Context: an optimization exercise on an open-source flow, tuned for small area, a short achievable clock period and few clock cycles. The choices shown serve that exercise and are no tape-out recipe. At most, simulation tests tie the RTL to the original design; equivalence was not proved. The RTL of runs 2 to 4 was laid out without a check of its function. Power is estimated from default activity; no workload was simulated.

--- flow/design.v ---
module fpu(
    input  logic [31:0] op_A_in, 
    input  logic [31:0] op_B_in,
    input  logic clk, 
    input  logic reset, 
    input  logic start,            
    output logic [31:0] data_out, 
    output logic [3:0]  status_out,
    output logic done              
);
    typedef enum logic [3:0] { 
        PREPARACAO,          
        CALC_DIFERENCA,      
        ALINHAMENTO,         
        OPERACAO,            
        ANALISE_NORMALIZACAO,  
        NORMALIZACAO,        
        VERIFICA_ESTADO,     
        PRE_ARREDONDAMENTO,  
        ARREDONDAMENTO,      
        POS_ARREDONDAMENTO,  
        SAIDA_FINAL          
    } state_t;
    state_t current_state;   
    logic [7:0] expA, expB;       
    logic [7:0] exp_result;       
    logic [7:0] exp_dif;          
    logic [23:0] mant_result;     
    logic [25:0] mantA, mantB;    
    logic [25:0] mantA_shifted;   
    logic [25:0] mantB_shifted;   
    logic [26:0] mant_result_temp;  
    logic sinalA, sinalB;         
    logic sinal_result;           
    logic bit_overflow;           
    logic bit_inexact;            
    logic bit_underflow;          
    logic mantissa_zero_flag;     
    logic [7:0] counter;          
    always_comb begin
        sinalA = op_A_in[31];
        sinalB = op_B_in[31];
        expA   = op_A_in[30:23];
        expB   = op_B_in[30:23];
        mantA = (expA == 8'd0) ? {1'b0, op_A_in[22:0], 2'b00} : {1'b1, op_A_in[22:0], 2'b00};
        mantB = (expB == 8'd0) ? {1'b0, op_B_in[22:0], 2'b00} : {1'b1, op_B_in[22:0], 2'b00};
    end
    always @(posedge clk or negedge reset) begin
        if (!reset) begin
            current_state     <= PREPARACAO;
            {bit_inexact, bit_overflow, bit_underflow} <= 3'b0;
            sinal_result      <= 1'b0;
            status_out        <= 4'b0;
            exp_dif           <= 8'b0;
            exp_result        <= 8'b0;
            mant_result       <= 24'b0;
            mantA_shifted     <= 26'b0;
            mantB_shifted     <= 26'b0;
            mant_result_temp  <= 27'b0;
            data_out          <= 32'b0;
            mantissa_zero_flag <= 1'b0;
            counter           <= 8'b0;
            done              <= 1'b0;
        end else begin
            done <= 1'b0;
            case (current_state)
                PREPARACAO: begin
                    if (start) begin
                        bit_overflow  <= 1'b0;
                        bit_inexact   <= 1'b0;
                        bit_underflow <= 1'b0;
                        mantissa_zero_flag <= 1'b0;
                        current_state <= CALC_DIFERENCA;   
                    end
                end
                CALC_DIFERENCA: begin
                    if (expA > expB) begin
                        exp_dif <= expA - expB;
                    end else if (expB > expA) begin
                        exp_dif <= expB - expA;
                    end else begin
                        exp_dif <= 8'd0;   
                    end
                    current_state <= ALINHAMENTO;
                end
                ALINHAMENTO: begin
                    if (expA > expB) begin
                        if (exp_dif > 8'd24) begin
                            mantB_shifted <= 26'd0;
                            if (mantB != 0) bit_inexact <= 1'b1;  
                        end else begin
                            mantB_shifted <= mantB >> exp_dif;
                            for (int i = 0; i < 26; i++) begin
                                if (i < exp_dif && mantB[i]) bit_inexact <= 1'b1;  
                            end
                        end
                        mantA_shifted <= mantA;
                        exp_result    <= expA;   
                    end else if (expB > expA) begin
                        if (exp_dif > 8'd24) begin
                            mantA_shifted <= 26'd0;
                            if (mantA != 0) bit_inexact <= 1'b1;
                        end else begin
                            mantA_shifted <= mantA >> exp_dif;
                            for (int i = 0; i < 26; i++) begin
                                if (i < exp_dif && mantA[i]) bit_inexact <= 1'b1;
                            end
                        end
                        mantB_shifted <= mantB;
                        exp_result    <= expB;
                    end else begin
                        mantA_shifted <= mantA;
                        mantB_shifted <= mantB;
                        exp_result    <= expA;
                    end
                    current_state <= OPERACAO;
                end
                OPERACAO: begin
                    if (sinalA == sinalB) begin
                        mant_result_temp <= {1'b0, mantA_shifted} + {1'b0, mantB_shifted};
                        sinal_result     <= sinalA;   
                    end else begin
                        if (mantA_shifted >= mantB_shifted) begin
                            mant_result_temp <= {1'b0, mantA_shifted} - {1'b0, mantB_shifted};
                            sinal_result     <= sinalA;
                        end else begin
                            mant_result_temp <= {1'b0, mantB_shifted} - {1'b0, mantA_shifted};
                            sinal_result     <= sinalB;
                        end
                    end
                    current_state <= ANALISE_NORMALIZACAO;
                end
                ANALISE_NORMALIZACAO: begin
                    if (mant_result_temp == 27'd0) begin
                        mantissa_zero_flag <= 1'b1;   
                        current_state <= SAIDA_FINAL;
                    end else if (exp_result >= 8'd255) begin
                        bit_overflow <= 1'b1;          
                        current_state <= SAIDA_FINAL;
                    end else begin
                        counter <= 8'd0;               
                        current_state <= NORMALIZACAO;  
                    end
                end
                NORMALIZACAO: begin
                    if (mant_result_temp[26]) begin
                        mant_result_temp <= mant_result_temp >> 1;
                        exp_result <= exp_result + 1;
                    end else if (!mant_result_temp[25]) begin
                        if (exp_result == 8'd0) begin
                            bit_underflow <= 1'b1;
                            current_state <= SAIDA_FINAL;
                        end else begin
                            mant_result_temp <= mant_result_temp << 1;
                            exp_result <= exp_result - 1;
                            counter <= counter + 1;   
                            if (counter > 8'd24) begin
                                bit_underflow <= 1'b1;
                                current_state <= SAIDA_FINAL;
                            end
                        end
                    end else begin
                        current_state <= VERIFICA_ESTADO;
                    end
                end
                VERIFICA_ESTADO: begin
                    if (exp_result == 8'd0) begin
                        bit_underflow <= 1'b1;
                        current_state <= SAIDA_FINAL;
                    end else begin
                        mant_result <= mant_result_temp[25:2];
                        current_state <= PRE_ARREDONDAMENTO;
                    end
                end
                PRE_ARREDONDAMENTO: begin
                    current_state <= ARREDONDAMENTO;
                end
                ARREDONDAMENTO: begin
                    if (mant_result_temp[0] && |mant_result_temp[1:0]) begin
                        bit_inexact <= 1'b1;   
                        if (mant_result == 24'hFFFFFF) begin
                            mant_result <= 24'h800000;  
                            exp_result <= exp_result + 1;  
                        end else begin
                            mant_result <= mant_result + 1;  
                        end
                    end
                    current_state <= POS_ARREDONDAMENTO;
                end
                POS_ARREDONDAMENTO: begin
                    if (exp_result >= 8'd255) begin
                        bit_overflow <= 1'b1;
                    end
                    current_state <= SAIDA_FINAL;
                end
                SAIDA_FINAL: begin
                    if (bit_overflow) begin
                        data_out   <= {sinal_result, 8'hFF, 23'd0};
                        status_out <= 4'b0100;  
                    end else if (bit_underflow || mantissa_zero_flag) begin
                        data_out   <= 32'd0;   
                        status_out <= (mantissa_zero_flag && !bit_underflow) ? 
                                      4'b0001 :  
                                      4'b1000;   
                    end else begin 
                        data_out <= {sinal_result, exp_result, mant_result[22:0]};
                        status_out <= bit_inexact ? 
                                      4'b0010 :  
                                      4'b0001;   
                    end
                    done          <= 1'b1;         
                    current_state <= PREPARACAO;   
                end
                default: current_state <= PREPARACAO;  
            endcase
        end
    end
endmodule
--- flow/run.sh ---
#!/bin/bash
# synth_recipe.tcl (not shown) runs the flow's synth.tcl, then flattens the netlist and writes it again
# the make line also repeats each setting of config.mk as NAME=value (left out here)
make -C /OpenROAD-flow-scripts/flow DESIGN_CONFIG=/design/flow/config.mk WORK_HOME=/design/flow/orfs CLKGATE_MAP_FILE= SYNTH_SCRIPT=/design/flow/synth_recipe.tcl finish
--- flow/config.mk ---
export PLATFORM = sky130hd
export DESIGN_NAME = fpu
export DESIGN_NICKNAME = fpu
export VERILOG_FILES = /design/flow/design.v
export SDC_FILE = /design/flow/constraint.sdc
export NUM_CORES = 4
export LEC_CHECK = 0
export CAP_MARGIN = 20
export CORE_MARGIN = 2
export CORE_UTILIZATION = 40
export SLEW_MARGIN = 20
--- flow/constraint.sdc ---
create_clock -name core_clock -period 10.0 [get_ports {clk}]
set_input_delay 2.0000 -clock core_clock [delete_from_list [all_inputs] [get_ports {clk}]]
set_output_delay 2.0000 -clock core_clock [all_outputs]
set_load 0.01 [all_outputs]
==> results of run 1 <==
-- metrics by stage --
step	power, uW	cell area, um2	cells	setup WS (ns)	hold slack [ns]
after floorplan	4820	16200	2129	5.52	0.464
after global placement	6320	17500	2629	4.21	0.462
after detailed placement	6330	17500	2629	4.04	0.472
after CTS	7040	18100	2661	4.53	0.488
after global routing	7690	18100	2662	4.27	0.516
final	7130	18100	2662	4.54	0.482
-- worst register-to-register path, delay by kind of cell, from the launching register on --
kind	cells	cell delay, ns
AOI/OAI and AO/OA	7	1.57
xor gates and xnor gates	1	0.47
adders and majority gates	1	0.51
buffers and inverters	2	0.45
DFF	1	0.41
and+or+nand+nor	2	0.83
-- power by group through the flow --
stage,registers [uW],clock network [uW],logic [uW]
floorplan,1270,0,3550
global placement,1430,0,4890
detailed placement,1450,0,4890
CTS,1430,695,4910
global route,1490,723,5480
finish,1430,677,5020
-- flip-flops by register name, summed over array words and instances (netlist names), 4 cells and up --
name,count
exp_result,8
mant_result,24
mantB_shifted,26
exp_dif,8
current_state,4
data_out,32
mant_result_temp,27
counter,8
status_out,4
mantA_shifted,26
-- layer usage --
layer	part of all wire	vias up	GRT usage	wire length, um
met1	0.43	8013	0.390	26200
met2	0.45	754	0.469	27700
met5	0	-	0	0
li1	-	7828	-	-
met4	0.047	0	0.140	2900
met3	0.069	159	0.0398	4220
-- cell type report --
cell class	instances	area, um2
Clock buffer	17	425
Clock inverter	15	171
Multi-Input combinational cell	1683	10900
Inverter	122	458
Fill cell	4021	21800
Sequential cell	173	4330
Tap cell	525	657
Timing Repair Buffer	127	1210
-- worst paths after layout --
| kind | start | depth (start not counted) | slack [ns] | end |
|---|---|---|---|---|
| max in group asynchronous | reset | 2 | 7.19 | exp_dif[0]$_DFFE_PN0N_ |
| worst max-delay path | op_A_in[28] | 10 | 4.54 | mantB_shifted[5]$_DFFE_PN0P_ |
| min in group asynchronous | reset | 1 | 1.51 | status_out[3]$_DFFE_PN0P_ |
| worst min-delay path | data_out[23]$_DFFE_PN0P_ | 2 | 0.48 | data_out[23]$_DFFE_PN0P_ |
| worst max register to register | mantA_shifted[18]$_DFFE_PN0P_ | 13 | 5.61 | mant_result_temp[25]$_DFFE_PN0P_ |
| worst min register to register | data_out[23]$_DFFE_PN0P_ | 2 | 0.48 | data_out[23]$_DFFE_PN0P_ |
-- cells by family after synthesis --
logic type	Yosys count
compound gates	812
simple gates	652
buf+inv	273
flops	173
fa+ha+maj	104
mux	80
xor+xnor	35
-- cell usage in the layout, fill, tap and decap left out, types with 30 or more instances in the layout --
cell type	Yosys	layout
a31oi_1	30	30
ha_1	99	99
mux2i_1	50	50
a221oi_1	44	44
nor2_1	186	186
nand3_1	47	47
inv_1	121	121
o21ai_0	188	187
clkdlybuf4s50_1	0	102
dfrtp_1	173	171
nor3_1	51	49
a21oi_1	224	224
a21o_1	38	38
nand2_1	213	211
==> results.sh, run 1 <==
export IMPL_crit_type="input port to flop"
export IMPL_setup_violations=0
export IMPL_cts_resized=0
export IMPL_dieArea_um2=42200
export IMPL_clk_insertion_delay_late_ns=0.45
export IMPL_ys_ff_latch=173
export IMPL_synth_top_family_by_area="compound AO/OA/AOI/OAI gates"
export IMPL_grt_use_total=0.293
export IMPL_synthToLayoutAreaGrowth_pct=11.8
export IMPL_grt_pass1_wl_mm=96.1
export IMPL_finalCriticalPeriod_ns=5.46
export IMPL_ant_nets=0
export IMPL_ys_warnings_count=1
export IMPL_netlist_instances=2129
export IMPL_clock_power_share=0.095
export IMPL_p_sw_frac=0.554
export IMPL_synthAdderAreaFrac=0.0826
export IMPL_port_buffers=103
export IMPL_final_util=0.454
export IMPL_finalClockSkew_ns=0.0108
export IMPL_drt_pass1_iter_count=6
export IMPL_htreeDepth=4
export IMPL_p_sw_uw=3950
export IMPL_fmax_mhz=183
export IMPL_yosysSeqAreaShare=0.267
export IMPL_cts_buffer_depth=2
export IMPL_initial_core_util=0.406
export IMPL_vias_per_cell=6.29
export IMPL_cts_num_sinks=173
export IMPL_cts_setup_buffers=0
export IMPL_post_drt_wl_per_cell_um=23.0
export IMPL_place_congestion=1.01
export IMPL_netlist_area_um2=16200
export IMPL_finalHoldViolations=0
export IMPL_powerDensity_nw_per_um2=393
export IMPL_synth_mux_area_frac=0.0593
export IMPL_antenna_cells=0
export IMPL_remaining_drc_errors=0
export IMPL_syn_area_per_cell_um2=7.62
export IMPL_start_kind="input port"
export IMPL_path_clk_slew_ns=0.07
export IMPL_first_iter_violations=1701
export IMPL_slew_violations=0
export IMPL_slew_headroom=0.293
export IMPL_critical_path_cell_chain="clkdlybuf4s50_1, inv_1, ha_1, a21o_1, a21o_1, a221oi_1, or2_2, nor2_1, a221oi_1, a21oi_1"
export IMPL_required_ns=10.31
export IMPL_cap_violations=0
export IMPL_hp_class="flop to flop"
export IMPL_cts_tree="yes"
export IMPL_irDropWorstVdd_uv=160
export IMPL_synth_xor_area_share=0.0189
export IMPL_ys_flop_type="dfrtp_1"
export IMPL_antenna_found_initial=0
export IMPL_synth_simple_area_share=0.186
export IMPL_synth_area_leaders="dfrtp_1, ha_1, a21oi_1"
export IMPL_yosysMostFrequentCell="a21oi_1"
export IMPL_synth_cell_types=88
export IMPL_internal_power_uw=3180
export IMPL_slowest_delay_ns=0.81
export IMPL_end_kind="flop"
export IMPL_core_um2=39900
export IMPL_tightest_slew_ns=1.06
export IMPL_syn_nets=2300
export IMPL_outcome="no timing/DRC/antenna violations"
export IMPL_pwr_share_comb=0.704
export IMPL_finalCritPeriodShare=0.546
export IMPL_grt_pass1_vias=16193
export IMPL_synth_top_cells_by_count="a21oi_1, nand2_1, o21ai_0"
export IMPL_yosysTopAreaCellShare=0.267
export IMPL_p_leak_uw=0.00764
export IMPL_postSynth_asyncResetShare=1.00
export IMPL_grt_setup_unrepaired="false"
export IMPL_die_h_um=205
export IMPL_path_delay_family="compound AO/OA/AOI/OAI gates"
export IMPL_arrival_ns=5.77
export IMPL_wl_mm=61.1
export IMPL_cts_root_buf="clkbuf_16"
export IMPL_final_layout_size_suffix_gt1_frac=0.0562
export IMPL_io_pins=104
export IMPL_synth_compound_area_frac=0.320
export IMPL_cts_buffers=17
export IMPL_synth_edf_count=0
export IMPL_cp_num_buf_inv=2
export IMPL_synth_top_area_cell="dfrtp_1"
export IMPL_die_w_um=205
export IMPL_grt_overflow_total=0
export IMPL_vias=16754
export IMPL_grt_max_degree=90
export IMPL_layout_nets=2295
export IMPL_fin_setup_tns_ns=0
export IMPL_hpwlAfterDp_mm=46.9
export IMPL_crit_path_max_fanout=33
export IMPL_slowest_stage="a221oi_1"
export IMPL_power_share_sequential=0.201
export IMPL_fp_row_count=73
export IMPL_ctsHoldBuffers=0
Testbench counts, summed over its fixed seeds: cycles 42,951.
==> inputs of run 2 (changes only) <==
==> flow/design.v (replaced) <==
module fpu(
    input  logic [31:0] op_A_in,
    input  logic [31:0] op_B_in,
    input  logic clk,
    input  logic reset,
    input  logic start,
    output logic [31:0] data_out,
    output logic [3:0]  status_out,
    output logic done
);
    logic        a_ge;
    logic        s_l;
    logic [7:0]  e_l, e_s, dif;
    logic [25:0] m_l, m_s, m_s_sh, lost_mask;
    logic        sticky, eff_sub;
    logic [26:0] sum;
    logic [4:0]  sh_amt;
    always_comb begin
        a_ge = op_A_in[30:0] >= op_B_in[30:0];
        s_l  = a_ge ? op_A_in[31]    : op_B_in[31];
        e_l  = a_ge ? op_A_in[30:23] : op_B_in[30:23];
        e_s  = a_ge ? op_B_in[30:23] : op_A_in[30:23];
        m_l  = a_ge ? {|op_A_in[30:23], op_A_in[22:0], 2'b00} : {|op_B_in[30:23], op_B_in[22:0], 2'b00};
        m_s  = a_ge ? {|op_B_in[30:23], op_B_in[22:0], 2'b00} : {|op_A_in[30:23], op_A_in[22:0], 2'b00};
        dif  = e_l - e_s;
        sh_amt    = (dif > 8'd24) ? 5'd26 : dif[4:0];
        m_s_sh    = m_s >> sh_amt;
        lost_mask = ~(26'h3ffffff << sh_amt);
        sticky    = |(m_s & lost_mask);
        eff_sub   = op_A_in[31] ^ op_B_in[31];
        sum       = eff_sub ? {1'b0, m_l} - {1'b0, m_s_sh} : {1'b0, m_l} + {1'b0, m_s_sh};
    end
    logic [26:0] r;
    logic [7:0]  e_q;
    logic        s_q, sticky_q;
    always_ff @(posedge clk) begin
        r        <= sum;
        e_q      <= e_l;
        s_q      <= s_l;
        sticky_q <= sticky;
    end
    always_ff @(posedge clk or negedge reset) begin
        if (!reset) done <= 1'b0;
        else        done <= start;
    end
    logic        zero, ovf_in;
    logic [25:0] w;
    logic [24:0] inc;
    logic [7:0]  e_nr;
    logic [25:0] n0, n1, n2, n3, n4;
    logic [4:0]  k;
    logic [8:0]  e_left;
    logic        left, uf, ovf, inexact;
    logic [7:0]  e_out;
    logic [22:0] f_out;
    always_comb begin
        zero   = (r == 27'd0);
        ovf_in = &e_q;
        left   = ~r[26] & ~r[25];
        w      = r[26] ? r[26:1] : r[25:0];
        inc    = {1'b0, w[25:2]} + {24'd0, w[0]};
        e_nr   = e_q + {7'd0, r[26]} + {7'd0, inc[24]};
        k[4] = ~|r[25:10]; n1 = k[4] ? {r[9:0], 16'd0} : r[25:0];
        k[3] = ~|n1[25:18]; n2 = k[3] ? {n1[17:0], 8'd0} : n1;
        k[2] = ~|n2[25:22]; n3 = k[2] ? {n2[21:0], 4'd0} : n2;
        k[1] = ~|n3[25:24]; n4 = k[1] ? {n3[23:0], 2'd0} : n3;
        k[0] = ~n4[25];     n0 = k[0] ? {n4[24:0], 1'd0} : n4;
        e_left = {1'b0, e_q} - {4'd0, k};
        uf      = left ? (e_left[8] | (e_left[7:0] == 8'd0)) : (e_q == 8'd0);
        ovf     = ~left & (&e_nr);
        inexact = sticky_q | w[0];
        e_out   = left ? e_left[7:0] : e_nr;
        f_out   = left ? n0[24:2] : inc[22:0];
        if (zero) begin
            data_out = 32'd0;                   status_out = 4'b0001;
        end else if (ovf_in || (!uf && ovf)) begin
            data_out = {s_q, 8'hFF, 23'd0};     status_out = 4'b0100;
        end else if (uf) begin
            data_out = 32'd0;                   status_out = 4'b1000;
        end else begin
            data_out = {s_q, e_out, f_out};
            status_out = (inexact && !left) || sticky_q ? 4'b0010 : 4'b0001;
        end
    end
endmodule
==> run 2 against run 1 <==
Utilization is 9.9 points higher. Via count fell by 28%. Sequential power down 72%. Routed wire length decreased by 35%.
==> results.sh, run 2 <==
export IMPL_outcome="no timing/DRC/antenna violations"
export IMPL_grt_use_total=0.300
export IMPL_largest_register_ffs=27
export IMPL_dpl_cell_area_um2=12700
export IMPL_htreeDepth=2
export IMPL_grt_pass1_wl_mm=62.0
export IMPL_vias_per_cell=5.95
export IMPL_fill_cells=2378
export IMPL_crit_type="input port to flop"
export IMPL_fp_row_count=57
export IMPL_start_kind="input port"
export IMPL_regMostFlops="r"
export IMPL_p_leak_uw=0.00572
export IMPL_place_congestion=1.01
export IMPL_synth_edf_count=0
export IMPL_synth_top_area_cell="ha_1"
export IMPL_ys_flop_type="dfxtp_1"
export IMPL_wl_mm=39.8
export IMPL_pwr_share_comb=0.823
export IMPL_synth_top_cells_by_count="a21oi_1, nand2_1, nor2_1"
export IMPL_required_ns=10.21
export IMPL_netlist_area_um2=9760
export IMPL_vias=12094
export IMPL_finalCriticalPeriod_ns=9.64
export IMPL_synthToLayoutAreaGrowth_pct=36.6
export IMPL_finalHoldViolations=0
export IMPL_die_w_um=160
export IMPL_fmax_mhz=104
export IMPL_slowest_stage="clkdlybuf4s50_1"
export IMPL_layout_commonest_cell="buf_4"
export IMPL_ys_ff_latch=38
export IMPL_final_util=0.553
export IMPL_die_h_um=160
export IMPL_first_iter_violations=1008
export IMPL_arrival_ns=9.85
export IMPL_grt_setup_unrepaired="true"
export IMPL_yosysSeqAreaShare=0.0785
export IMPL_layout_nets=1847
export IMPL_core_um2=24100
export IMPL_p_sw_uw=1720
export IMPL_hp_class="input port to asynchronous set/reset pin"
export IMPL_slew_violations=0
export IMPL_yosysMostFrequentCell="a21oi_1"
export IMPL_dieArea_um2=25700
export IMPL_yosysTopAreaCellShare=0.0898
export IMPL_finalCritPeriodShare=0.964
export IMPL_power_share_sequential=0.117
export IMPL_ant_nets=0
export IMPL_cts_num_sinks=38
export IMPL_slew_headroom=0.475
export IMPL_end_kind="flop"
export IMPL_irDropWorstVdd_uv=149
export IMPL_netlist_instances=1441
export IMPL_drt_pass1_iter_count=6
export IMPL_cp_num_buf_inv=9
export IMPL_path_delay_family="compound AO/OA/AOI/OAI gates"
export IMPL_antenna_found_initial=1
export IMPL_grt_max_degree=71
export IMPL_cts_root_buf="clkbuf_16"
export IMPL_cts_buffer_depth=2
export IMPL_slowest_delay_ns=0.47
export IMPL_path_clk_slew_ns=0.06
export IMPL_multi_input_area_um2=8660
export IMPL_seq_area_um2=767
export IMPL_fin_area_um2=13300
export IMPL_syn_area_per_cell_um2=6.77
export IMPL_initial_core_util=0.405
export IMPL_path_depth=50
export IMPL_tightest_slew_ns=0.785
export IMPL_antenna_cells=0
export IMPL_ys_warnings_count=1
export IMPL_internal_power_uw=1710
export IMPL_setup_violations=0
export IMPL_cts_tree="yes"
export IMPL_total_power_uw=3430
export IMPL_crit_path_max_fanout=8
export IMPL_post_drt_wl_per_cell_um=19.6
export IMPL_synth_cell_types=91
export IMPL_hpwlAfterDp_mm=32.5
export IMPL_remaining_drc_errors=0
export IMPL_postSynth_asyncResetShare=0.0263
export IMPL_fin_setup_tns_ns=0
export IMPL_p_sw_frac=0.502
export IMPL_largestRegisters="r (27), e_q (8)"
export IMPL_cap_violations=0
export IMPL_grt_pass1_vias=11220
export IMPL_io_pins=104
export IMPL_powerDensity_nw_per_um2=258
export IMPL_synth_area_leaders="ha_1, a21oi_1, dfxtp_1"
export IMPL_clock_power_share=0.060
export IMPL_whs_ns=1.87
export IMPL_final_cell_mix="buf_4, nand2_1, a21oi_1"
export IMPL_cts_buffers=5
export IMPL_grt_overflow_total=0
export IMPL_port_buffers=103
export IMPL_syn_nets=1580
export IMPL_final_layout_size_suffix_gt1_frac=0.236
==> run 2: metal layers <==
metal	part of all wire	track usage
met5	0	0
met4	0.044	0.133
met3	0.060	0.0234
met2	0.46	0.487
met1	0.44	0.406
==> run 2: power by group through the flow <==
stage / registers (uW) / clock network (uW) / logic (uW)
global route: 409 / 216 / 3090
CTS: 391 / 210 / 2730
detailed placement: 396 / 0 / 2720
floorplan: 263 / 0 / 1760
finish: 400 / 206 / 2820
global placement: 393 / 0 / 2700
==> run 2: path summary, 6_finish.rpt <==
check | from | endpoint
max | op_B_in[14] | r[26]$_DFF_P_
min | reset | done$_DFF_PN0_
max in group asynchronous | reset | done$_DFF_PN0_
min in group core_clock | start | done$_DFF_PN0_
==> run 2: cell families (layout without fill, tap and decap cells) <==
family,count (synthesis),count (layout),synth area share
XOR/XNOR,66,66,0.0600
adder cells (fa/ha/maj),72,72,0.0939
buffers and inverters,171,438,0.0717
multiplexers,117,117,0.130
flip-flops,38,38,0.0785
AND/OR/NAND/NOR,508,509,0.255
AO/OA/AOI/OAI,469,469,0.311
==> run 2: repair_timing <==
item	4_1_cts	5_1_grt
pin swaps	0	35
endpoints found under the hold margin	0	0
hold buffers	0	0
resized for setup	1	56
endpoints found under the setup margin	1	24
buffers inserted	0	21
cloned	0	1
==> run 2: cell type report <==
| class | instances | area share |
|---|---|---|
| Sequential cell | 38 | 0.0576 |
| Timing Repair Buffer | 355 | 0.226 |
| Tap cell | 324 | 0.0304 |
| Clock inverter | 3 | 0.00517 |
| Clock buffer | 5 | 0.00939 |
| Multi-Input combinational cell | 1233 | 0.650 |
| Inverter | 75 | 0.0215 |
==> run 2: through the flow <==
stage	instances	worst slack (ns)
6_report	2033	0.365
3_3_place_gp	2004	-0.353
3_5_place_dp	2004	-0.382
5_1_grt	2033	-0.208
4_1_cts	2012	0.0682
2_1_floorplan	1441	0.00499
==> inputs of run 3 (changes only) <==
==> flow/design.v (replaced) <==
module fpu(
    input  logic [31:0] op_A_in,
    input  logic [31:0] op_B_in,
    input  logic clk,
    input  logic reset,
    input  logic start,
    output logic [31:0] data_out,
    output logic [3:0]  status_out,
    output logic done
);
    logic [7:0]  ea, eb, e_l, e_s, dif;
    logic [8:0]  d_ab, d_ba;
    logic        a_ge_e, e_eq, fa_lt, a_big, s_l, eff_sub, swap_f;
    logic [25:0] m_a, m_b, m_l, m_s, m_s_sh, lost_mask;
    logic        sticky;
    logic [26:0] t;
    logic [4:0]  sh_amt;
    always_comb begin
        ea   = op_A_in[30:23];
        eb   = op_B_in[30:23];
        m_a  = {|ea, op_A_in[22:0], 2'b00};
        m_b  = {|eb, op_B_in[22:0], 2'b00};
        d_ab = {1'b0, ea} - {1'b0, eb};
        d_ba = {1'b0, eb} - {1'b0, ea};
        a_ge_e = ~d_ab[8];
        e_eq   = (ea == eb);
        fa_lt  = op_A_in[22:0] < op_B_in[22:0];
        e_l  = a_ge_e ? ea  : eb;
        m_l  = a_ge_e ? m_a : m_b;
        m_s  = a_ge_e ? m_b : m_a;
        dif  = a_ge_e ? d_ab[7:0] : d_ba[7:0];
        a_big = e_eq ? ~fa_lt : a_ge_e;
        s_l   = a_big ? op_A_in[31] : op_B_in[31];
        sh_amt    = (dif > 8'd24) ? 5'd26 : dif[4:0];
        m_s_sh    = m_s >> sh_amt;
        lost_mask = ~(26'h3ffffff << sh_amt);
        sticky    = |(m_s & lost_mask);
        eff_sub   = op_A_in[31] ^ op_B_in[31];
        swap_f    = eff_sub & e_eq & fa_lt;
        t = {1'b0, m_l} + ({1'b0, m_s_sh} ^ {27{eff_sub}}) + {26'd0, eff_sub & ~swap_f};
    end
    logic [26:0] t_q;
    logic [7:0]  e_q;
    logic        s_q, sticky_q, swap_q;
    always_ff @(posedge clk) begin
        t_q      <= t;
        e_q      <= e_l;
        s_q      <= s_l;
        sticky_q <= sticky;
        swap_q   <= swap_f;
    end
    always_ff @(posedge clk or negedge reset) begin
        if (!reset) done <= 1'b0;
        else        done <= start;
    end
    logic [26:0] r;
    logic        zero, ovf_in;
    logic [25:0] w;
    logic [24:0] inc;
    logic [7:0]  e_nr;
    logic [25:0] n0, n1, n2, n3, n4;
    logic [4:0]  k;
    logic [8:0]  e_left;
    logic        left, uf, ovf;
    logic [7:0]  e_out;
    logic [22:0] f_out;
    always_comb begin
        r      = t_q ^ {27{swap_q}};
        zero   = (r == 27'd0);
        ovf_in = &e_q;
        left   = ~r[26] & ~r[25];
        w      = r[26] ? r[26:1] : r[25:0];
        inc    = {1'b0, w[25:2]} + {24'd0, w[0]};
        e_nr   = e_q + {7'd0, r[26]} + {7'd0, inc[24]};
        k[4] = ~|r[25:10]; n1 = k[4] ? {r[9:0], 16'd0} : r[25:0];
        k[3] = ~|n1[25:18]; n2 = k[3] ? {n1[17:0], 8'd0} : n1;
        k[2] = ~|n2[25:22]; n3 = k[2] ? {n2[21:0], 4'd0} : n2;
        k[1] = ~|n3[25:24]; n4 = k[1] ? {n3[23:0], 2'd0} : n3;
        k[0] = ~n4[25];     n0 = k[0] ? {n4[24:0], 1'd0} : n4;
        e_left = {1'b0, e_q} - {4'd0, k};
        uf      = left ? (e_left[8] | (e_left[7:0] == 8'd0)) : (e_q == 8'd0);
        ovf     = ~left & (&e_nr);
        e_out   = left ? e_left[7:0] : e_nr;
        f_out   = left ? n0[24:2] : inc[22:0];
        if (zero) begin
            data_out = 32'd0;                   status_out = 4'b0001;
        end else if (ovf_in || (!uf && ovf)) begin
            data_out = {s_q, 8'hFF, 23'd0};     status_out = 4'b0100;
        end else if (uf) begin
            data_out = 32'd0;                   status_out = 4'b1000;
        end else begin
            data_out = {s_q, e_out, f_out};
            status_out = (w[0] && !left) || sticky_q ? 4'b0010 : 4'b0001;
        end
    end
endmodule
--- a/flow/config.mk
+++ b/flow/config.mk
@@ -5,7 +5,9 @@
 export SDC_FILE = /design/flow/constraint.sdc
 export NUM_CORES = 4
 export LEC_CHECK = 0
+export ABC_AREA = 1
 export CAP_MARGIN = 20
 export CORE_MARGIN = 2
-export CORE_UTILIZATION = 40
+export CORE_UTILIZATION = 45
+export GPL_TIMING_DRIVEN = 0
 export SLEW_MARGIN = 20
==> run 3 against run 2 <==
Non-clock buffer count shrank 185. Sequential power fell by 37%. Maximum frequency is 1.7% higher. Largest cell class unchanged. Synthesized cell count grew 21%. First-iteration DRC count is 4.4% higher. Critical endpoint is now t_q[26]$_DFF_P_. Critical path depth shrank 9. Cell area down 17%. Clock power increased by 5%.
==> results.sh, run 3 <==
export IMPL_cts_buffer_depth=2
export IMPL_clock_power_share=0.081
export IMPL_crit_type="input port to flop"
export IMPL_yosysSeqAreaShare=0.0834
export IMPL_core_um2=20400
export IMPL_largest_register_ffs=27
export IMPL_p_sw_frac=0.560
export IMPL_hpwlAfterDp_mm=31.0
export IMPL_cap_violations=0
export IMPL_cts_num_sinks=39
export IMPL_synth_top_area_cell="nand2_1"
export IMPL_remaining_drc_errors=0
export IMPL_antenna_cells=0
export IMPL_grt_max_degree=15
export IMPL_finalHoldViolations=0
export IMPL_vias=11773
export IMPL_required_ns=10.15
export IMPL_synth_top_cells_by_count="nand2_1, inv_1, o21ai_0"
export IMPL_die_h_um=149
export IMPL_cp_common_cell="nand2_1"
export IMPL_post_drt_wl_per_cell_um=17.3
export IMPL_finalCritPeriodShare=0.947
export IMPL_slew_headroom=0.376
export IMPL_place_congestion=1.02
export IMPL_cts_setup_buffers=0
export IMPL_whs_ns=1.83
export IMPL_irDropWorstVdd_uv=96.8
export IMPL_total_power_uw=2680
export IMPL_synth_top_family_by_area="simple AND/OR/NAND/NOR gates"
export IMPL_internal_power_uw=1180
export IMPL_syn_area_per_cell_um2=5.43
export IMPL_fill_cells=2252
export IMPL_p_sw_uw=1500
export IMPL_slowest_stage="clkdlybuf4s50_1"
export IMPL_slew_violations=0
export IMPL_yosysMostFrequentCell="nand2_1"
export IMPL_fmax_mhz=106
export IMPL_finalCriticalPeriod_ns=9.47
export IMPL_drt_pass1_iter_count=6
export IMPL_tightest_slew_ns=0.933
export IMPL_synth_edf_count=0
export IMPL_synth_simple_area_share=0.387
export IMPL_cts_root_buf="clkbuf_16"
export IMPL_grt_pass1_vias=10853
export IMPL_powerDensity_nw_per_um2=243
export IMPL_wl_mm=36.7
export IMPL_syn_nets=1882
export IMPL_synth_area_leaders="nand2_1, ha_1, o21ai_0"
export IMPL_vias_per_cell=5.56
export IMPL_ys_warnings_count=1
export IMPL_largestRegisters="t_q (27), e_q (8)"
export IMPL_outcome="no timing/DRC/antenna violations"
export IMPL_first_iter_violations=1052
export IMPL_hp_class="input port to asynchronous set/reset pin"
export IMPL_end_kind="flop"
export IMPL_slowest_delay_ns=0.57
export IMPL_io_pins=104
export IMPL_cts_tree="yes"
export IMPL_ys_ff_latch=39
export IMPL_crit_path_max_fanout=10
export IMPL_grt_use_total=0.332
export IMPL_netlist_instances=1737
export IMPL_grt_overflow_total=0
export IMPL_netlist_area_um2=9430
export IMPL_synthAdderAreaFrac=0.107
export IMPL_synth_cell_types=54
export IMPL_fp_row_count=52
export IMPL_regMostFlops="t_q"
export IMPL_start_kind="input port"
export IMPL_yosysTopAreaCellShare=0.198
export IMPL_cts_buffers=5
export IMPL_layout_nets=1991
export IMPL_final_layout_size_suffix_gt1_frac=0.0422
export IMPL_postSynth_asyncResetShare=0.0256
export IMPL_ys_flop_type="dfxtp_1"
export IMPL_pwr_share_comb=0.825
export IMPL_final_cell_mix="nand2_1, inv_1, o21ai_0"
export IMPL_antenna_found_initial=0
export IMPL_synth_xor_area_share=0.0796
export IMPL_die_w_um=149
export IMPL_layout_commonest_cell="nand2_1"
export IMPL_p_leak_uw=0.00549
export IMPL_initial_core_util=0.463
export IMPL_synthToLayoutAreaGrowth_pct=16.7
export IMPL_path_clk_slew_ns=0.06
export IMPL_ant_nets=0
export IMPL_synth_compound_area_frac=0.203
export IMPL_port_buffers=103
export IMPL_grt_setup_unrepaired="false"
export IMPL_grt_pass1_wl_mm=57.8
export IMPL_synth_mux_area_frac=0.00319
export IMPL_dieArea_um2=22100
export IMPL_arrival_ns=9.63
export IMPL_power_share_sequential=0.095
export IMPL_htreeDepth=2
export IMPL_setup_violations=0
==> run 3: cell count changes after synthesis, moves of 20 or more <==
cell and change:
nor2_1 +22, nand2_1 +338, a21o_1 -27, a21oi_1 -70, nor3_1 -20, inv_1 +163
mux2_2 -40, clkbuf_1 -29, nand3_1 +111, a211oi_1 -31, mux2i_1 -69, o21ai_0 +93
==> run 3: worst max-delay path, delay by kind of cell <==
kind                       cells  cell delay (ns)
AOI/OAI and AO/OA             13             2.60
xor gates and xnor gates       2             0.31
buffers and inverters          8             1.66
and+or+nand+nor               15             2.07
adders and majority gates      3             0.97
==> run 3: final cells by class <==
| type | count | area, um2 | share of cell area |
|---|---|---|---|
| Sequential cell | 39 | 786 | 0.0714 |
| Multi-Input combinational cell | 1384 | 7360 | 0.669 |
| Clock buffer | 5 | 125 | 0.0114 |
| Timing Repair Buffer | 103 | 1030 | 0.0937 |
| Tap cell | 270 | 338 | 0.0307 |
| Buffer | 67 | 365 | 0.0332 |
| Inverter | 246 | 926 | 0.0842 |
| Clock inverter | 3 | 71.3 | 0.00648 |
==> run 3: cells by family (layout without fill, tap and decap cells) <==
group / after synthesis / after routing
buf+inv: 314 / 424
mux: 3 / 3
xor+xnor: 84 / 84
compound gates: 350 / 350
fa+ha+maj: 78 / 78
simple gates: 869 / 869
flops: 39 / 39
==> run 3: power by group through the flow <==
stage,sequential (uW),combinational [uW],clock (uW)
5_1_grt,259,2430,226
2_1_floorplan,247,1430,0
3_5_place_dp,257,2160,0
3_3_place_gp,257,2150,0
4_1_cts,254,2170,219
6_report,254,2210,216
==> run 3: worst paths after layout <==
path / startpoint / to / slack (ns) / cells after the start
hold / removal: reset / done$_DFF_PN0_ / 1.83 / 1
max in group asynchronous: reset / done$_DFF_PN0_ / 8.07 / 1
setup / recovery: op_A_in[23] / t_q[26]$_DFF_P_ / 0.53 / 41
min in group core_clock: start / done$_DFF_PN0_ / 2.13 / 1
==> run 3: what timing repair did <==
| item | in CTS | in global routing |
|---|---|---|
| endpoints found under the setup margin | 0 | 24 |
| hold buffers | 0 | 0 |
| resized for setup | 0 | 8 |
==> run 3: metal layers <==
| layer | GRT usage | vias to the layer above | share of wire |
|---|---|---|---|
| li1 | - | 5879 | - |
| met1 | 0.426 | 5270 | 0.43 |
| met3 | 0.0509 | 82 | 0.075 |
| met5 | 0 | - | 0 |
| met4 | 0.127 | 0 | 0.040 |
| met2 | 0.559 | 542 | 0.45 |
==> run 3: through the flow <==
step / instances / instance area (um2) / utilization / setup WS, ns / TNS (ns)
5_1_grt: 2117 / 11000 / 0.540 / 0.0452 / 0
3_5_place_dp: 2110 / 10800 / 0.530 / -0.192 / -0.192
3_3_place_gp: 2110 / 10800 / 0.530 / -0.0817 / -0.0817
4_1_cts: 2118 / 11000 / 0.540 / 0.111 / 0
6_report: 2117 / 11000 / 0.540 / 0.525 / 0
2_1_floorplan: 1737 / 9430 / - / 2.35 / 0
==> inputs of run 4 (changes only) <==
--- a/flow/config.mk
+++ b/flow/config.mk
@@ -10,4 +10,5 @@
 export CORE_MARGIN = 2
 export CORE_UTILIZATION = 45
 export GPL_TIMING_DRIVEN = 0
+export SETUP_SLACK_MARGIN = 2
 export SLEW_MARGIN = 20
==> run 4 against run 3 <==
Still clean. Synthesized cell count unchanged. Worst setup slack improved by 1.4 ns. Clock power is essentially flat. Area after synthesis did not move. Total power grew 15%. Utilization is 9.2 points higher. Die area unchanged. Critical path type is now flop to output pin.
==> results.sh, run 4 <==
export IMPL_grt_max_degree=15
export IMPL_hp_class="input port to asynchronous set/reset pin"
export IMPL_regMostFlops="t_q"
export IMPL_synth_top_area_cell="nand2_1"
export IMPL_slew_violations=0
export IMPL_finalHoldViolations=0
export IMPL_layout_commonest_cell="nand2_1"
export IMPL_arrival_ns=6.03
export IMPL_ant_nets=0
export IMPL_antenna_cells=0
export IMPL_final_cell_mix="nand2_1, inv_1, o21ai_0"
export IMPL_grt_setup_unrepaired="true"
export IMPL_core_um2=20400
export IMPL_cts_num_sinks=39
export IMPL_cts_buffers=5
export IMPL_vias_per_cell=5.69
export IMPL_syn_nets=1882
export IMPL_largest_register_ffs=27
export IMPL_p_leak_uw=0.00645
export IMPL_wl_mm=40.4
export IMPL_dieArea_um2=22100
export IMPL_cts_tree="yes"
export IMPL_first_iter_violations=1148
export IMPL_slowest_delay_ns=0.45
export IMPL_ys_flop_type="dfxtp_1"
export IMPL_synth_edf_count=0
export IMPL_netlist_area_um2=9430
export IMPL_antenna_found_initial=0
export IMPL_slew_headroom=0.363
export IMPL_yosysSeqAreaShare=0.0834
export IMPL_fmax_mhz=125
export IMPL_outcome="no timing/DRC/antenna violations"
export IMPL_crit_type="flop to output pin"
export IMPL_slowest_stage="xnor2_1"
export IMPL_htreeDepth=2
export IMPL_grt_pass1_wl_mm=60.3
export IMPL_cp_common_cell="buf_4"
export IMPL_syn_area_per_cell_um2=5.43
export IMPL_postSynth_asyncResetShare=0.0256
export IMPL_layout_nets=2100
export IMPL_post_drt_wl_per_cell_um=18.2
export IMPL_hpwlAfterDp_mm=31.0
export IMPL_place_congestion=1.02
export IMPL_cts_root_buf="clkbuf_16"
export IMPL_synth_cell_types=54
export IMPL_port_buffers=103
export IMPL_whs_ns=1.83
export IMPL_finalCritPeriodShare=0.803
export IMPL_yosysMostFrequentCell="nand2_1"
export IMPL_synth_top_cells_by_count="nand2_1, inv_1, o21ai_0"
export IMPL_fp_row_count=52
export IMPL_cap_violations=0
export IMPL_drt_pass1_iter_count=6
export IMPL_end_kind="output pin"
export IMPL_ys_ff_latch=39
export IMPL_place_ws_ns=-0.192
export IMPL_synth_area_leaders="nand2_1, ha_1, o21ai_0"
export IMPL_die_w_um=149
export IMPL_start_kind="flop"
export IMPL_initial_core_util=0.463
export IMPL_crit_path_max_fanout=10
export IMPL_powerDensity_nw_per_um2=240
export IMPL_netlist_instances=1737
export IMPL_path_clk_slew_ns=0.07
export IMPL_irDropWorstVdd_uv=94.7
export IMPL_tightest_slew_ns=0.951
export IMPL_io_pins=104
export IMPL_vias=12658
export IMPL_finalWorstSetupSlack_ns=1.97
export IMPL_final_layout_size_suffix_gt1_frac=0.171
export IMPL_remaining_drc_errors=0
export IMPL_grt_pass1_vias=11334
export IMPL_setup_violations=0
export IMPL_cts_buffer_depth=2
export IMPL_synthToLayoutAreaGrowth_pct=36.7
export IMPL_yosysTopAreaCellShare=0.198
export IMPL_grt_overflow_total=0
export IMPL_fin_setup_tns_ns=0
export IMPL_required_ns=8.00
export IMPL_grt_use_total=0.345
export IMPL_finalCriticalPeriod_ns=8.03
export IMPL_die_h_um=149
export IMPL_ys_warnings_count=1
export IMPL_largestRegisters="t_q (27), e_q (8)"
==> run 4: cell counts after synthesis <==
Identical to the previous run, type by type.
==> run 4: area by class of cell <==
| class | instances | area (um2) |
|---|---|---|
| well taps | 270 | 338 |
| clock buffers | 5 | 125 |
| inverters | 246 | 931 |
| flip-flops and latches | 39 | 790 |
| repair buffers | 211 | 1860 |
| fillers | 1997 | 7480 |
| clock inverters | 3 | 71.3 |
| plain buffers | 68 | 536 |
| multi-input cells | 1384 | 8230 |
==> run 4: what timing repair did <==
item	4_1_cts	5_1_grt
pin swaps	16	74
setup buffers	47	58
hold buffers	0	0
gates resized for setup	151	176
setup endpoints to repair	43	42
cloned	1	2
==> run 4: cells by family after synthesis <==
| logic type | after synthesis | share of synthesized area |
|---|---|---|
| muxes | 3 | 0.00319 |
| AOI/OAI and AO/OA | 350 | 0.203 |
| and+or+nand+nor | 869 | 0.387 |
| buffers and inverters | 314 | 0.137 |
| xor gates and xnor gates | 84 | 0.0796 |
| DFF | 39 | 0.0834 |
| adders and majority gates | 78 | 0.107 |
==> run 4: critical path: cells and delay by family, from the launching register on <==
family / cells / cell delay (ns)
buffers and inverters: 16 / 2.07
and+or+nand+nor: 17 / 1.43
AOI/OAI and AO/OA: 6 / 1.15
xor gates and xnor gates: 1 / 0.45
DFF: 1 / 0.36
adders and majority gates: 1 / 0.26
==> run 4: worst max path at each step <==
stage,startpoint,endpoint,slack [ns],cells past startpoint
2_1_floorplan,op_A_in[23],t_q[26]$_DFF_P_,2.35,43
3_3_place_gp,op_A_in[23],t_q[26]$_DFF_P_,-0.08,44
3_5_place_dp,op_A_in[23],t_q[26]$_DFF_P_,-0.19,44
4_1_cts,op_B_in[23],t_q[26]$_DFF_P_,1.76,43
5_1_grt,swap_q$_DFF_P_,status_out[0],1.74,43
6_report,swap_q$_DFF_P_,status_out[0],1.97,41
==> run 4: layer usage <==
metal  GRT usage  wire [um]  part of all wire
met1       0.436      16600              0.41
met5           0          0                 0
met3      0.0534       3220             0.080
met2       0.588      18700              0.46
met4       0.142       1980             0.049
==> run 4: report_power, final <==
group          total [uW]  internal [uW]  switching [uW]
clock network         219            145            74.4
registers             295            218            77.2
logic                2570           1010            1560
total                3090           1370            1720
==> run 4: through the flow <==
stage               area, um2   util  total power, uW  instances
global route            12900  0.633             3310       2226
floorplan                9430      -             1680       1737
finish                  12900  0.633             3090       2226
CTS                     11800  0.579             2730       2166
global placement        10800  0.530             2400       2110
detailed placement      10800  0.530             2410       2110

static timing again, ports no longer ideal:
The flow's constraints put no driver on any port. The routed layouts listed below were extracted and timed again, unchanged, in two steps.
Step 1, drivers: a clkbuf_16 drives clk and a buf_2 each remaining input, both assumed.
Step 2 moves the port delays by t, midway between the first and last clock arrival at a register: inputs arrive t later, outputs are due t later. That takes back most of the time a late clock gives input paths.
a / b / c = ideal ports / drivers / drivers and shift; a / b = the first two.
run	t (ns)	slack for setup (ns)	hold WS [ns]	worst setup path at the end
run 1	0.502	4.538 / 4.560 / 4.057	0.482 / 0.482 / 0.482	input to register
run 2	0.321	0.365 / 0.338 / 0.017	1.867 / 1.866 / 2.187	input to register
run 3	0.343	0.525 / 0.548 / 0.205	1.832 / 1.809 / 2.151	input to register
run 4	0.338	1.974 / 1.933 / 1.940	1.830 / 1.811 / 2.149	input to register
After both steps every run listed still meets setup and hold. For run 1, which loses most, drivers alone change the setup slack by +0.022 ns; drivers and shift together by -0.481 ns.
